Source: an optimization exercise on an open RTL-to-GDS flow (aim: small area, a short achievable clock period and few clock cycles). Production flows keep margins and buffers that such runs may drop.
No functional check of the RTL was part of any run shown here.
Power and IR drop assume default switching activity.

File: design/flow/design.v
module MIPS(clk, reset, imem_addr, imem_data, dmem_addr, dmem_wdata, dmem_we, dmem_rdata);
	input clk, reset;
	output [31:0] imem_addr;
	input [31:0] imem_data;
	output [31:0] dmem_addr, dmem_wdata;
	output dmem_we;
	input [31:0] dmem_rdata;
	reg [29:0] pc;              
	reg [31:0] ir;              
	reg        v;               
	reg [31:0] m_res, m_wdata;  
	reg [4:0]  m_rd;            
	reg        m_we, m_ld;      
	reg [31:0] rf [1:31];       
	assign imem_addr  = {pc, 2'b00};
	assign dmem_addr  = m_res;
	assign dmem_wdata = m_wdata;
	assign dmem_we    = m_we;
	wire [5:0]  op  = ir[31:26];
	wire [5:0]  fn  = ir[5:0];
	wire [4:0]  rs  = ir[25:21];
	wire [4:0]  rt  = ir[20:16];
	wire [4:0]  rd  = ir[15:11];
	wire [15:0] imm = ir[15:0];
	wire rtype  = (op == 6'b000000);
	wire i_add  = rtype & (fn == 6'b100000);
	wire i_sub  = rtype & (fn == 6'b100010);
	wire i_slt  = rtype & (fn == 6'b101010);
	wire i_jr   = rtype & (fn == 6'b001000);
	wire i_lw   = (op == 6'b100011);
	wire i_sw   = (op == 6'b101011);
	wire i_bne  = (op == 6'b000101);
	wire i_xori = (op == 6'b001110);
	wire i_j    = (op == 6'b000010);
	wire [31:0] rs_dec, rt_dec, wdec;
	dec5 drs (.x(rs),   .y(rs_dec));
	dec5 drt (.x(rt),   .y(rt_dec));
	dec5 dwr (.x(m_rd), .y(wdec));
	wire fwa = (rs == m_rd) & (m_rd != 5'd0);
	wire fwb = (rt == m_rd) & (m_rd != 5'd0);
	wire [31:0] sel_a = {rs_dec[31:1] & ~wdec[31:1], fwa};
	wire [31:0] sel_b = {rt_dec[31:1] & ~wdec[31:1], fwb};
	wire [31:0] src [0:31];
	assign src[0] = m_res;
	genvar g, h;
	generate
		for (g = 1; g < 32; g = g + 1) begin : srcs
			assign src[g] = rf[g];
		end
	endgenerate
	wire [31:0] a, b;
	generate
		for (h = 0; h < 32; h = h + 1) begin : rbit
			wire [10:0] ta, tb;
			for (g = 0; g < 11; g = g + 1) begin : grp
				aoi222 ua (.a0(src[3*g][h]), .s0(sel_a[3*g]), .a1(src[3*g+1][h]), .s1(sel_a[3*g+1]),
				           .a2(g < 10 ? src[3*g+2][h] : 1'b0), .s2(g < 10 ? sel_a[3*g+2] : 1'b0), .y(ta[g]));
				aoi222 ub (.a0(src[3*g][h]), .s0(sel_b[3*g]), .a1(src[3*g+1][h]), .s1(sel_b[3*g+1]),
				           .a2(g < 10 ? src[3*g+2][h] : 1'b0), .s2(g < 10 ? sel_b[3*g+2] : 1'b0), .y(tb[g]));
			end
			nand11 ra (.x(ta), .y(a[h]));
			nand11 rb (.x(tb), .y(b[h]));
		end
	endgenerate
	wire [31:0] res;
	alu32 alu (.a(a), .b(b), .imm(imm), .use_imm(i_lw | i_sw), .do_sub(i_sub | i_slt),
	           .is_xori(i_xori), .is_slt(i_slt), .res(res));
	wire ne;
	neq32 cmp (.a(a), .b(b), .ne(ne));
	wire [29:0] pc_seq, pc_br;
	pcadd pca (.pc(pc), .imm(imm), .seq(pc_seq), .br(pc_br));
	wire s_j   = v & i_j;
	wire s_jr  = v & i_jr;
	wire bnev  = v & i_bne;
	wire s_br  = bnev & ne;
	wire s_seq = ~(s_j | s_jr | s_br);
	wire [29:0] pc_next = ({30{s_j}}   & {pc[29:26], ir[25:0]}) |
	                      ({30{s_jr}}  & a[31:2]) |
	                      ({30{s_br}}  & pc_br) |
	                      ({30{s_seq}} & pc_seq);
	wire       wr_reg = v & (i_add | i_sub | i_slt | i_xori | i_lw);
	wire [4:0] dst    = rtype ? rd : rt;
	always @(posedge clk) begin
		if (reset) begin
			pc   <= 30'd0;
			v    <= 1'b0;
			m_we <= 1'b0;
			m_rd <= 5'd0;
		end else begin
			pc   <= pc_next;
			v    <= 1'b1;
			m_we <= v & i_sw;
			m_rd <= wr_reg ? dst : 5'd0;
		end
		ir      <= imem_data;
		m_res   <= res;
		m_wdata <= b;
		m_ld    <= i_lw;
	end
	wire [31:0] wdata = m_ld ? dmem_rdata : m_res;
	integer j;
	always @(posedge clk)
		for (j = 1; j < 32; j = j + 1)
			if (wdec[j]) rf[j] <= wdata;
endmodule
module dec5(x, y);
	input [4:0] x;
	output [31:0] y;
	assign y = 32'b1 << x;
endmodule
module aoi222(a0, s0, a1, s1, a2, s2, y);
	input a0, s0, a1, s1, a2, s2;
	output y;
	assign y = ~((a0 & s0) | (a1 & s1) | (a2 & s2));
endmodule
module nand11(x, y);
	input [10:0] x;
	output y;
	assign y = ~&x;
endmodule
module alu32(a, b, imm, use_imm, do_sub, is_xori, is_slt, res);
	input [31:0] a, b;
	input [15:0] imm;
	input use_imm, do_sub, is_xori, is_slt;
	output [31:0] res;
	wire [31:0] addb = use_imm ? {{16{imm[15]}}, imm} : (do_sub ? ~b : b);
	wire [31:0] sum  = a + addb + {31'b0, do_sub};
	wire        lt   = (a[31] ^ b[31]) ? a[31] : sum[31];
	assign res = is_xori ? {a[31:16], a[15:0] ^ imm} :
	             is_slt  ? {31'b0, lt} : sum;
endmodule
module neq32(a, b, ne);
	input [31:0] a, b;
	output ne;
	assign ne = |(a ^ b);
endmodule
module pcadd(pc, imm, seq, br);
	input [29:0] pc;
	input [15:0] imm;
	output [29:0] seq, br;
	assign seq = pc + 30'd1;
	assign br  = pc + {{14{imm[15]}}, imm};
endmodule
File: design/flow/config.mk
export PLATFORM = sky130hd
export DESIGN_NAME = MIPS
export DESIGN_NICKNAME = MIPS
export VERILOG_FILES = /design/flow/design.v
export SDC_FILE = /design/flow/constraint.sdc
export NUM_CORES = 4
export LEC_CHECK = 0
export CAP_MARGIN = 70
export CORE_MARGIN = 2
export CORE_UTILIZATION = 40
export SLEW_MARGIN = 70
export SYNTH_HIERARCHICAL = 1
File: design/flow/constraint.sdc
create_clock -name core_clock -period 24.0 [get_ports {clk}]
set_input_delay 4.8000 -clock core_clock [delete_from_list [all_inputs] [get_ports {clk}]]
set_output_delay 4.8000 -clock core_clock [all_outputs]
set_load 0.01 [all_outputs]
File: design/flow/run.sh
#!/bin/bash
# synth_recipe.tcl (not shown) runs the flow's synth.tcl, then flattens the netlist and writes it again
# the make line also repeats each setting of config.mk as NAME=value (left out here)
make -C /OpenROAD-flow-scripts/flow DESIGN_CONFIG=/design/flow/config.mk WORK_HOME=/design/flow/orfs CLKGATE_MAP_FILE= SYNTH_SCRIPT=/design/flow/synth_recipe.tcl finish
==> metrics.md, run 1 <==
| Metric | Value |
|---|---|
| Power density cells | 87.6 nW/um2 |
| Root buf cell | clkbuf_16 |
| R2R Path Start | m_rd[3] |
| Setup TNS | 0 ns |
| Arr. time, crit path | 2.00 ns |
| Layout Nets | 3948 |
| Drt pass-1 iters | 13 |
| Die width | 354 um |
| Worst path top cell family by delay | buffers and inverters |
| Grt met1 use | 39.5% |
| Hold_buf cts | 0 |
| Worst hold path type | register to register |
| Crit end category | output pin |
| Max_cap viols | 0 |
| Number of top-level pins | 163 |
| DR DRC count | 0 |
| TritonCTS clock tree | done |
| Initial antenna violation count | 8 |
| Worst-margin pin slew | 0.504 ns |
| Setup crit start kind | register |
| Register-to-Register Path Depth | 21 |
| Resize count post-CTS | 0 |
| GR Util met3 | 11.1% |
| Crit path depth | 1 |
| Worst stage delay on the critical path | 0.68 ns |
| IO Port Bufs | 160 |
| Global placement routability congestion | 0.973 |
| Post-Layout Cell Count | 5544 |
| Insertion delay to the later sink of the worst-skew pair | 0.74 ns |
| Commonest non-fill, non-tap cell in the layout | edfxtp_1 |
| Pin count of the biggest net entering global routing | 50 |
| Number of buffers and inverters on the critical path | 1 |
| GR peak layer | met2 |
| Worst slew margin | 66.4% |
| Post-DR wirelength/cell | 36.1 um |
| Post-DR vias/cell | 7.12 |
| Slowest-stage cell, CP | clkdlybuf4s50_1 |
| Critical Path, Cell by Cell | clkdlybuf4s50_1 |
| Commonest cells after routing, fill and taps aside | edfxtp_1 (992), a222oi_1 (704), nand4_1 (183), clkdlybuf4s50_1 (161), nand2_1 (134) |
| Vias in the first global route | 37417 |
| Num CTS Buffers | 116 |
| Routed WL | 200000 um |
| Fmax | 0.147 GHz |
| First-pass GRT wire length | 276000 um |
| Final setup fails | 0 |
| Area delta synth->final | 21.8% |
| Setup Skew | 0.0382 ns |
| DPL Wire Length | 120000 um |
| RSZ-0062 raised after global routing | no |
| Crit path required time | 19.20 ns |
| ANT nets after route | 0 |
| Row count | 128 |
| LEAKAGE | 0.0194 uW |
| Crit Path Category | register to output pin |
| DIE HEIGHT | 354 um |
| Max Buffers Root-to-Sink | 3 |
| Critical path launch point | m_res[29] |
| Crit-path max FO | 4 |
| 1st-iter DRT viols | 10177 |
| Number of synthesis warnings | 9 |
| Clock slew at reported path FFs | 0.06 ns |
| FF-to-FF setup slack | 17.80 ns |
| Starting density of the core | 40.3% |
| DP Area | 55500 um2 |
| Fin crit share | 28.3% |
| Worst VDD drop | 0.0824 mV |
| Final Critical Period | 6.80 ns |
| Vias | 39449 |
| Core box area | 122000 um2 |
| Final Hold Viols | 0 |
| Design Area, Final | 59700 um2 |
| Fin util | 49.1% |
| Layout cells sized above 1 | 14.5% |
| Post-Syn Area | 49000 um2 |
| CTS sink cnt | 1126 |
| Final Max Slew Viols | 0 |
| Post-Syn Instances | 3317 |
| H-tree depth | 3 |
| Die ar. | 125000 um2 |
| Critical path endpoint | dmem_addr[29] |
| Met2 usage | 44.4% |
| Status | complete, no violations |
| Post-placement cell count | 5303 |
| Global Route Usage Sum | 30.8% |
| FF-to-FF End | m_res[24] |
| Syn avg cell area | 14.8 um2 |
| # Post-CTS Setup Buffers | 0 |
| Overflow after GRT | 0 |
## per-stage QoR
stage | setup WS [ns] | hold WS, ns | power (uW)
5_1_grt | 17.17 | 0.599 | 5350
2_1_floorplan | 17.36 | 0.474 | 2920
6_report | 17.20 | 0.572 | 5230
3_3_place_gp | 17.63 | 0.552 | 3370
4_1_cts | 17.23 | 0.566 | 5200
3_5_place_dp | 17.75 | 0.548 | 3390
## state kept, by name, summed over array words and instances, names as in the netlist
signal,cells
m_ld,1
m_we,1
v,1
pc,30
m_rd,5
m_res,32
rf,992
m_wdata,32
ir,32
## cell type report
type	count	area, um2
fillers	10364	62000
flip-flops and latches	1126	32500
multi-input cells	2230	17600
repair buffers	323	3640
clock buffers	155	3210
well taps	1625	2030
clock inverters	62	623
inverters	22	82.6
diodes	1	2.50
## how the worst min path moves through the flow
stage,from,endpoint,slack (ns),cells past startpoint
after floorplan,ir[29],m_ld,0.47,1
after global placement,ir[31],m_ld,0.55,2
after detailed placement,ir[31],m_ld,0.55,2
after CTS,ir[31],m_ld,0.57,2
after global routing,ir[31],m_ld,0.60,2
final,ir[31],m_ld,0.57,2
## power by group
group / switching, uW / leakage [uW] / internal, uW
logic: 609 / 0.00755 / 257
clock network: 786 / 0.00186 / 1050
registers: 109 / 0.0100 / 2430
## worst register-to-register path: stages, from the launching register on
cell	delay [ns]
dfxtp_2	0.47
or3b_1	0.56
nor2_4	0.19
buf_8	0.34
nor2b_4	0.10
buf_6	0.25
a222oi_1	0.39
nand4_1	0.34
or3_1	0.65
xnor2_1	0.20
o21ai_0	0.23
fa_1	0.29
inv_1	0.08
fa_1	0.39
nand2b_1	0.19
a21oi_1	0.24
o21ai_2	0.13
a21oi_4	0.19
o21ai_2	0.09
a211o_1	0.34
a21o_1	0.20
a32o_1	0.25
## layer usage
metal / vias to the layer above / wire, um
li1: 15914 / -
met1: 19524 / 72000
met2: 3407 / 84900
met3: 598 / 30400
met4: 6 / 13000
met5: - / 45
==> inputs of run 2 (changes only) <==
--- a/design/flow/design.v
+++ b/design/flow/design.v
@@ -32,14 +32,9 @@
 	wire i_bne  = (op == 6'b000101);
 	wire i_xori = (op == 6'b001110);
 	wire i_j    = (op == 6'b000010);
-	wire [31:0] rs_dec, rt_dec, wdec;
-	dec5 drs (.x(rs),   .y(rs_dec));
-	dec5 drt (.x(rt),   .y(rt_dec));
+	reg  [31:0] sel_a, sel_b;
+	wire [31:0] wdec;
 	dec5 dwr (.x(m_rd), .y(wdec));
-	wire fwa = (rs == m_rd) & (m_rd != 5'd0);
-	wire fwb = (rt == m_rd) & (m_rd != 5'd0);
-	wire [31:0] sel_a = {rs_dec[31:1] & ~wdec[31:1], fwa};
-	wire [31:0] sel_b = {rt_dec[31:1] & ~wdec[31:1], fwb};
 	wire [31:0] src [0:31];
 	assign src[0] = m_res;
 	genvar g, h;
@@ -80,6 +75,15 @@
 	                      ({30{s_seq}} & pc_seq);
 	wire       wr_reg = v & (i_add | i_sub | i_slt | i_xori | i_lw);
 	wire [4:0] dst    = rtype ? rd : rt;
+	wire [4:0] rd_n   = wr_reg ? dst : 5'd0;    
+	wire [31:0] nrs_dec, nrt_dec, ndst_dec;
+	dec5 dns (.x(imem_data[25:21]), .y(nrs_dec));
+	dec5 dnt (.x(imem_data[20:16]), .y(nrt_dec));
+	dec5 dnd (.x(rd_n), .y(ndst_dec));
+	wire        fwa_n   = (imem_data[25:21] == rd_n) & (rd_n != 5'd0);
+	wire        fwb_n   = (imem_data[20:16] == rd_n) & (rd_n != 5'd0);
+	wire [31:0] sel_a_n = {nrs_dec[31:1] & ~ndst_dec[31:1], fwa_n};
+	wire [31:0] sel_b_n = {nrt_dec[31:1] & ~ndst_dec[31:1], fwb_n};
 	always @(posedge clk) begin
 		if (reset) begin
 			pc   <= 30'd0;
@@ -90,8 +94,10 @@
 			pc   <= pc_next;
 			v    <= 1'b1;
 			m_we <= v & i_sw;
-			m_rd <= wr_reg ? dst : 5'd0;
+			m_rd <= rd_n;
 		end
+		sel_a   <= sel_a_n;
+		sel_b   <= sel_b_n;
 		ir      <= imem_data;
 		m_res   <= res;
 		m_wdata <= b;
@@ -124,10 +130,44 @@
 	input use_imm, do_sub, is_xori, is_slt;
 	output [31:0] res;
 	wire [31:0] addb = use_imm ? {{16{imm[15]}}, imm} : (do_sub ? ~b : b);
-	wire [31:0] sum  = a + addb + {31'b0, do_sub};
+	wire [31:0] sum;
+	add32 add (.a(a), .b(addb), .cin(do_sub), .s(sum));
 	wire        lt   = (a[31] ^ b[31]) ? a[31] : sum[31];
 	assign res = is_xori ? {a[31:16], a[15:0] ^ imm} :
 	             is_slt  ? {31'b0, lt} : sum;
+endmodule
+module add32(a, b, cin, s);
+	input [31:0] a, b;
+	input cin;
+	output [31:0] s;
+	bkadd #(.N(32)) bk (.a(a), .b(b), .cin(cin), .s(s));
+endmodule
+module bkadd(a, b, cin, s);
+	parameter N = 32;
+	input [N-1:0] a, b;
+	input cin;
+	output [N-1:0] s;
+	wire [N-1:0] g [0:9];
+	wire [N-1:0] p [0:9];
+	assign g[0] = (a & b) | ((a ^ b) & {{(N-1){1'b0}}, cin});
+	assign p[0] = a ^ b;
+	genvar t, i;
+	generate
+		for (t = 1; t <= 9; t = t + 1) begin : lv
+			localparam integer L  = (t <= 5) ? t - 1 : 9 - t;
+			for (i = 0; i < N; i = i + 1) begin : b
+				if ((t <= 5 && ((i + 1) % (2 << L)) == 0) ||
+				    (t > 5 && ((i + 1) % (2 << L)) == (1 << L) && i >= (2 << L))) begin : op
+					assign g[t][i] = g[t-1][i] | (p[t-1][i] & g[t-1][i-(1<<L)]);
+					assign p[t][i] = p[t-1][i] & p[t-1][i-(1<<L)];
+				end else begin : pass
+					assign g[t][i] = g[t-1][i];
+					assign p[t][i] = p[t-1][i];
+				end
+			end
+		end
+	endgenerate
+	assign s = p[0] ^ {g[9][N-2:0], cin};
 endmodule
 module neq32(a, b, ne);
 	input [31:0] a, b;
@@ -138,6 +178,7 @@
 	input [29:0] pc;
 	input [15:0] imm;
 	output [29:0] seq, br;
+	wire [29:0] off = {{14{imm[15]}}, imm};
+	bkadd #(.N(30)) bk (.a(pc), .b(off), .cin(1'b0), .s(br));
 	assign seq = pc + 30'd1;
-	assign br  = pc + {{14{imm[15]}}, imm};
 endmodule
==> run 2 against run 1 <==
  * Sequential power grew 3%
  * Power rose by 2.2%
  * Clock power increased by 4%
  * Combinational power is 4.2% lower
  * Area after synthesis rose by 2.1%
  * Die area is 2.0% higher
  * Sequential cell count up 64
  * Via count down 2.8%
  * Clock skew decreased by 0.0041 ns
  * Final cell count fell by 0.76%
  * Critical path depth stayed put
  * Worst setup slack better by 0.049 ns
==> metrics.md, run 2 <==
| Metric | Value |
|---|---|
| Crit-path max FO | 4 (unchanged) |
| RSZ-0062 raised after global routing | no |
| FF-to-FF setup slack | 17.92 ns (+0.12 ns) |
| Post-Syn Area | 50100 um2 (+2.1%) |
| Starting density of the core | 40.4% (+0.090 points) |
| Die ar. | 128000 um2 (+2.0%) |
| Overflow after GRT | 0 (unchanged) |
| Syn avg cell area | 15.3 um2 (+3.7%) |
| Root buf cell | clkbuf_16 |
| Post-DR wirelength/cell | 35.5 um (-1.7%) |
| Number of buffers and inverters on the critical path | 1 (unchanged) |
| Layout cells sized above 1 | 12.6% (-2.0 points) |
| R2R Path Start | sel_b[17] |
| # fillers | 10644 (+2.7%) |
| Post-DR vias/cell | 6.97 (-2.0%) |
| Power density cells | 89.0 nW/um2 (+1.6%) |
| LEAKAGE | 0.0199 uW (+2.4%) |
| Post-placement cell count | 5267 (-0.68%) |
| Final Max Slew Viols | 0 (unchanged) |
| Register-to-Register Path Depth | 22 (+4.8%) |
| Commonest cells after routing, fill and taps aside | edfxtp_1 (992), a222oi_1 (712), dfxtp_1 (195), clkdlybuf4s50_1 (158), nor2_1 (155) |
| Die width | 358 um (+1.0%) |
| TritonCTS clock tree | done |
| DR DRC count | 0 (unchanged) |
| Number of top-level pins | 163 (unchanged) |
| Post-Syn Instances | 3266 (-1.5%) |
| Most flops, register | rf |
| Global placement routability congestion | 0.926 (-4.8%) |
| Worst stage delay on the critical path | 0.62 ns (-0.06 ns) |
| Vias | 38352 (-2.8%) |
| Final setup fails | 0 (unchanged) |
| HP Start | ir[21] |
| 1st-iter DRT viols | 9270 (-8.9%) |
| Layout Nets | 3912 (-0.91%) |
| H-tree depth | 3 (unchanged) |
| Setup Skew | 0.0340 ns (-0.00415 ns) |
| Resize count post-CTS | 0 (unchanged) |
| Worst hold path type | register to register |
| Worst path top cell family by delay | buffers and inverters |
| Crit end category | output pin |
| Fmax | 0.148 GHz (+0.73%) |
| Initial antenna violation count | 14 (+6) |
| DIE HEIGHT | 358 um (+1.0%) |
| First-pass GRT wire length | 270000 um (-2.3%) |
| Num CTS Buffers | 118 (+1.7%) |
| Setup TNS | 0 ns (unchanged) |
| Status | complete, no violations |
| Arr. time, crit path | 1.95 ns (-0.05 ns) |
| Fin crit share | 28.1% (-0.21 points) |
| # Post-CTS Setup Buffers | 0 (unchanged) |
| Critical Path, Cell by Cell | clkdlybuf4s50_1 |
| Core box area | 124000 um2 (+1.8%) |
| Max_cap viols | 0 (unchanged) |
| Number of synthesis warnings | 11 (+2) |
| Drt pass-1 iters | 12 (-1) |
| Hold path endpoint | pc[21] |
| Area delta synth->final | 20.0% |
| Worst Hold Depth | 2 (unchanged) |
| CTS sink cnt | 1190 (+5.7%) |
| Setup crit start kind | register |
| IO Port Bufs | 160 (unchanged) |
| Final Critical Period | 6.75 ns (-0.0492 ns) |
| Commonest non-fill, non-tap cell in the layout | edfxtp_1 |
| Vias in the first global route | 36423 (-2.7%) |
| ANT nets after route | 0 (unchanged) |
| Clock slew at reported path FFs | 0.06 ns (about the same) |
| FF-to-FF End | m_res[0] |
| Crit path required time | 19.20 ns (about the same) |
| Post-Layout Cell Count | 5502 (-0.76%) |
| Slowest-stage cell, CP | clkdlybuf4s50_1 |
| Insertion delay to the later sink of the worst-skew pair | 0.75 ns (about the same) |
| Row count | 129 (+0.78%) |
| Hold_buf cts | 0 (unchanged) |
| Max reg flops | 992 (unchanged) |
| Max Buffers Root-to-Sink | 3 (unchanged) |
| Global Route Usage Sum | 29.5% (-1.2 points) |
| Worst VDD drop | 0.0635 mV (-23%) |
| Pin count of the biggest net entering global routing | 49 (-2.0%) |
| Final Hold Viols | 0 (unchanged) |
| DPL Wire Length | 115000 um (-4.0%) |
| Routed WL | 196000 um (-2.4%) |
| Crit Path Category | register to output pin |
| Worst Hold Margin | 0.490 ns (-0.0821 ns) |
==> run 2: area by class of cell <==
type,count,area (um2),share of cell area [%]
clock buffers,145,3120,5.20
flip-flops and latches,1190,33800,56.2
diodes,3,7.51,0.0125
well taps,1637,2050,3.41
repair buffers,303,3260,5.43
clock inverters,79,888,1.48
inverters,56,210,0.350
multi-input cells,2089,16800,27.9
==> run 2: per-layer routing <==
layer,routed length (um),track usage (%),vias up
li1,-,-,15572
met1,71300,39.1,19116
met2,85800,44.5,3162
met3,28700,8.11,494
met4,9770,15.1,8
met5,43,0,-
==> run 2: stage by stage <==
step | worst slack, ns | power, uW | util [%] | instance area, um2
floorplan | 18.24 | 3000 | - | 50500
global placement | 17.34 | 3400 | 44.4 | 55100
detailed placement | 17.34 | 3440 | 45.1 | 55900
CTS | 17.25 | 5310 | 48.4 | 59900
global route | 17.24 | 5470 | 48.5 | 60100
finish | 17.25 | 5350 | 48.5 | 60100
==> run 2: worst min-delay path: stages (launching register included) <==
cell and delay [ns]:
dfxtp_1 0.31, nand2_1 0.06, a31oi_1 0.07
==> run 2: how the worst max path moves through the flow <==
stage | startpoint | end | cells after the start | slack [ns]
3_5_place_dp | imem_data[24] | sel_a[0] | 6 | 17.34
5_1_grt | m_res[2] | dmem_addr[2] | 1 | 17.24
2_1_floorplan | imem_data[17] | sel_b[0] | 5 | 18.24
3_3_place_gp | imem_data[17] | sel_b[0] | 6 | 17.34
4_1_cts | pc[4] | imem_addr[6] | 1 | 17.25
6_report | m_res[25] | dmem_addr[25] | 1 | 17.25
==> run 2: where the power goes <==
part           internal (uW)  switching (uW)
Clock                   1080             831
Sequential              2530            70.7
Combinational            248             582
Total                   3870            1480
==> inputs of run 3 (changes only) <==
==> design/flow/flow/run.sh (new file) <==
#!/bin/bash
set -euo pipefail
bash standard.sh BUFFER_PORTS_ARGS="-buffer_cell sky130_fd_sc_hd__buf_4" finish > standard_flow.log 2>&1
==> design/flow/standard.sh (new file) <==
#!/bin/bash
# synth_recipe.tcl (not shown) runs the flow's synth.tcl, then flattens the netlist and writes it again
# the make line also repeats each setting of config.mk as NAME=value (left out here)
make -C /OpenROAD-flow-scripts/flow DESIGN_CONFIG=/design/flow/config.mk WORK_HOME=/design/flow/orfs CLKGATE_MAP_FILE= SYNTH_SCRIPT=/design/flow/synth_recipe.tcl "${@:-finish}"
removed: design/flow/run.sh
==> run 3 against run 2 <==
  * Utilization fell by 0.19 points
  * Critical endpoint is now imem_addr[6]
  * Global-route usage rose by 0.19 points
  * Count of clock-buffer cells in the layout rose by 21
  * Final cell count rose by 0.18%
  * Cell area fell by 0.39%
  * Power rose by 0.44%
  * Register-to-register slack barely moved
  * Die area did not move
  * Worst setup slack improved by 0.41 ns
  * Fmax rose by 6.5%
  * Non-clock buffer count fell by 6
  * Still clean
  * Critical path type unchanged
==> metrics.md, run 3 <==
| Metric | Value |
|---|---|
| Crit path required time | 19.20 ns (about the same) |
| Global placement routability congestion | 0.914 (-1.3%) |
| Initial antenna violation count | 24 (+10) |
| Setup TNS | 0 ns (unchanged) |
| CTS sink cnt | 1190 (unchanged) |
| Area delta synth->final | 19.5% |
| Num CTS Buffers | 132 (+12%) |
| # fillers | 10620 (-0.23%) |
| Met2 usage | 44.5% (-0.089 points) |
| Clock slew at reported path FFs | 0.06 ns (about the same) |
| Pin count of the biggest net entering global routing | 39 (-20%) |
| # Post-CTS Setup Buffers | 0 (unchanged) |
| DPL Wire Length | 115000 um (-0.34%) |
| Most flops, register | rf |
| Syn avg cell area | 15.3 um2 (unchanged) |
| Fin util | 48.3% (-0.19 points) |
| Final Max Slew Viols | 0 (unchanged) |
| Number of top-level pins | 163 (unchanged) |
| Power density cells | 89.8 nW/um2 (+0.83%) |
| Row count | 129 (unchanged) |
| Setup Skew | 0.0300 ns (-0.00405 ns) |
| Crit end category | output pin |
| Insertion delay to the later sink of the worst-skew pair | 0.78 ns (+0.03 ns) |
| Max reg flops | 992 (unchanged) |
| IO Port Bufs | 160 (unchanged) |
| Worst path top cell family by delay | flip-flops |
| GR peak layer | met2 |
| Layout Nets | 3920 (+0.20%) |
| Post-Syn Instances | 3266 (unchanged) |
| Global Route Usage Sum | 29.7% (+0.19 points) |
| Worst VDD drop | 0.0770 mV (+21%) |
| Crit-path max FO | 8 (+4) |
| Worst hold path type | register to register |
| H-tree depth | 4 (+1) |
| Setup crit start kind | register |
| TritonCTS clock tree | done |
| DIE HEIGHT | 358 um (unchanged) |
| Hold_buf cts | 0 (unchanged) |
| RSZ-0062 raised after global routing | no |
| Post-DR wirelength/cell | 35.6 um (+0.12%) |
| Crit Path Category | register to output pin |
| GR Util met3 | 8.72% (+0.61 points) |
| Worst stage delay on the critical path | 0.57 ns (-0.05 ns) |
| Vias in the first global route | 36606 (+0.50%) |
| Die ar. | 128000 um2 (unchanged) |
| Status | complete, no violations |
| Routed WL | 196000 um (+0.30%) |
| DR DRC count | 0 (unchanged) |
| Layout cells sized above 1 | 16.6% (+4.1 points) |
| Overflow after GRT | 0 (unchanged) |
| Drt pass-1 iters | 11 (-1) |
| First-pass GRT wire length | 270000 um (+0.21%) |
| Commonest cells after routing, fill and taps aside | edfxtp_1 (992), a222oi_1 (712), dfxtp_1 (196), buf_4 (183), nor2_1 (155) |
| 1st-iter DRT viols | 9320 (+0.54%) |
| Post-DR vias/cell | 6.98 (+0.17%) |
| Vias | 38486 (+0.35%) |
| Starting density of the core | 40.4% (unchanged) |
| Final Critical Period | 6.33 ns (-0.414 ns) |
| Resize count post-CTS | 0 (unchanged) |
| Root buf cell | clkbuf_16 |
| Final setup fails | 0 (unchanged) |
| Worst Hold Margin | 0.518 ns (+0.0275 ns) |
| Commonest non-fill, non-tap cell in the layout | edfxtp_1 |
| Post-Syn Area | 50100 um2 (unchanged) |
| Fin crit share | 26.4% (-1.7 points) |
| Number of buffers and inverters on the critical path | 1 (unchanged) |
| Max Buffers Root-to-Sink | 3 (unchanged) |
| Max_cap viols | 0 (unchanged) |
| Fmax | 0.158 GHz (+6.5%) |
| Arr. time, crit path | 1.53 ns (-0.42 ns) |
| Core box area | 124000 um2 (unchanged) |
| Slowest-stage cell, CP | dfxtp_1 |
| Final Hold Viols | 0 (unchanged) |
| ANT nets after route | 0 (unchanged) |
| Critical Path, Cell by Cell | buf_4 |
| Number of synthesis warnings | 11 (unchanged) |
| LEAKAGE | 0.0202 uW (+1.3%) |
| Die width | 358 um (unchanged) |
| Grt met1 use | 38.6% (-0.55 points) |
-- run 3: where the power goes --
group	switching, uW	total [uW]	leakage (uW)	internal [uW]
Combinational	577	806	0.00759	229
Clock	860	1960	0.00204	1100
Sequential	71.6	2610	0.0106	2530
Total	1510	5370	0.0202	3860
-- run 3: path summary, 6_finish.rpt --
check	from	endpoint	slack, ns	cells past startpoint
hold reg to reg	ir[21]	pc[21]	0.52	2
setup / recovery	pc[4]	imem_addr[6]	17.67	1
setup reg to reg	sel_b[6]	m_res[0]	17.91	22
hold / removal	ir[21]	pc[21]	0.52	2
-- run 3: area by class of cell --
class	instances	area, um2	share of cell area, %
diodes	5	12.5	0.0209
clock buffers	166	3530	5.90
clock inverters	72	627	1.05
inverters	56	210	0.351
multi-input cells	2089	16800	28.1
flip-flops and latches	1190	33800	56.4
well taps	1637	2050	3.42
repair buffers	297	2870	4.80
-- run 3: metrics by stage --
step           worst slack, ns  instance area, um2  power, uW  cells
4_1_cts                  17.63               59600       5350   5498
2_1_floorplan            18.24               50500       3000   3395
3_3_place_gp             17.95               54600       3380   5249
6_report                 17.67               59800       5370   5512
5_1_grt                  17.63               59800       5500   5507
3_5_place_dp             17.95               55500       3420   5260
-- run 3: routing by layer --
metal / up-vias / share of wire [%]
met2: 3215 / 44
li1: 15588 / -
met5: - / 0.044
met4: 14 / 5.6
met3: 579 / 14
met1: 19090 / 36

## port drivers added, routing unchanged
No port has a modelled driver above. Below, the same layouts with a new extraction and two added sets of constraints. Step 1 sets driving cells, clkbuf_16 on the clock port and buf_2 on the other inputs (assumed; they add their load-dependent delay and slew). Step 2 times the ports against the registers' clock, not the clock port: input delays grow and output delays shrink by t, the midpoint of the rising clock arrivals with the driver on. a / b / c = ideal / step 1 / step 2; a / b = the first two.
run	t (ns)	setup WS [ns]	cell pins on the clock port's net
run 1	0.801	17.202 / 17.121 / 17.694	1
run 2	0.807	17.251 / 17.175 / 17.469	1
run 3	0.843	17.665 / 17.588 / 17.905	1
After both steps every run listed still meets setup and hold.
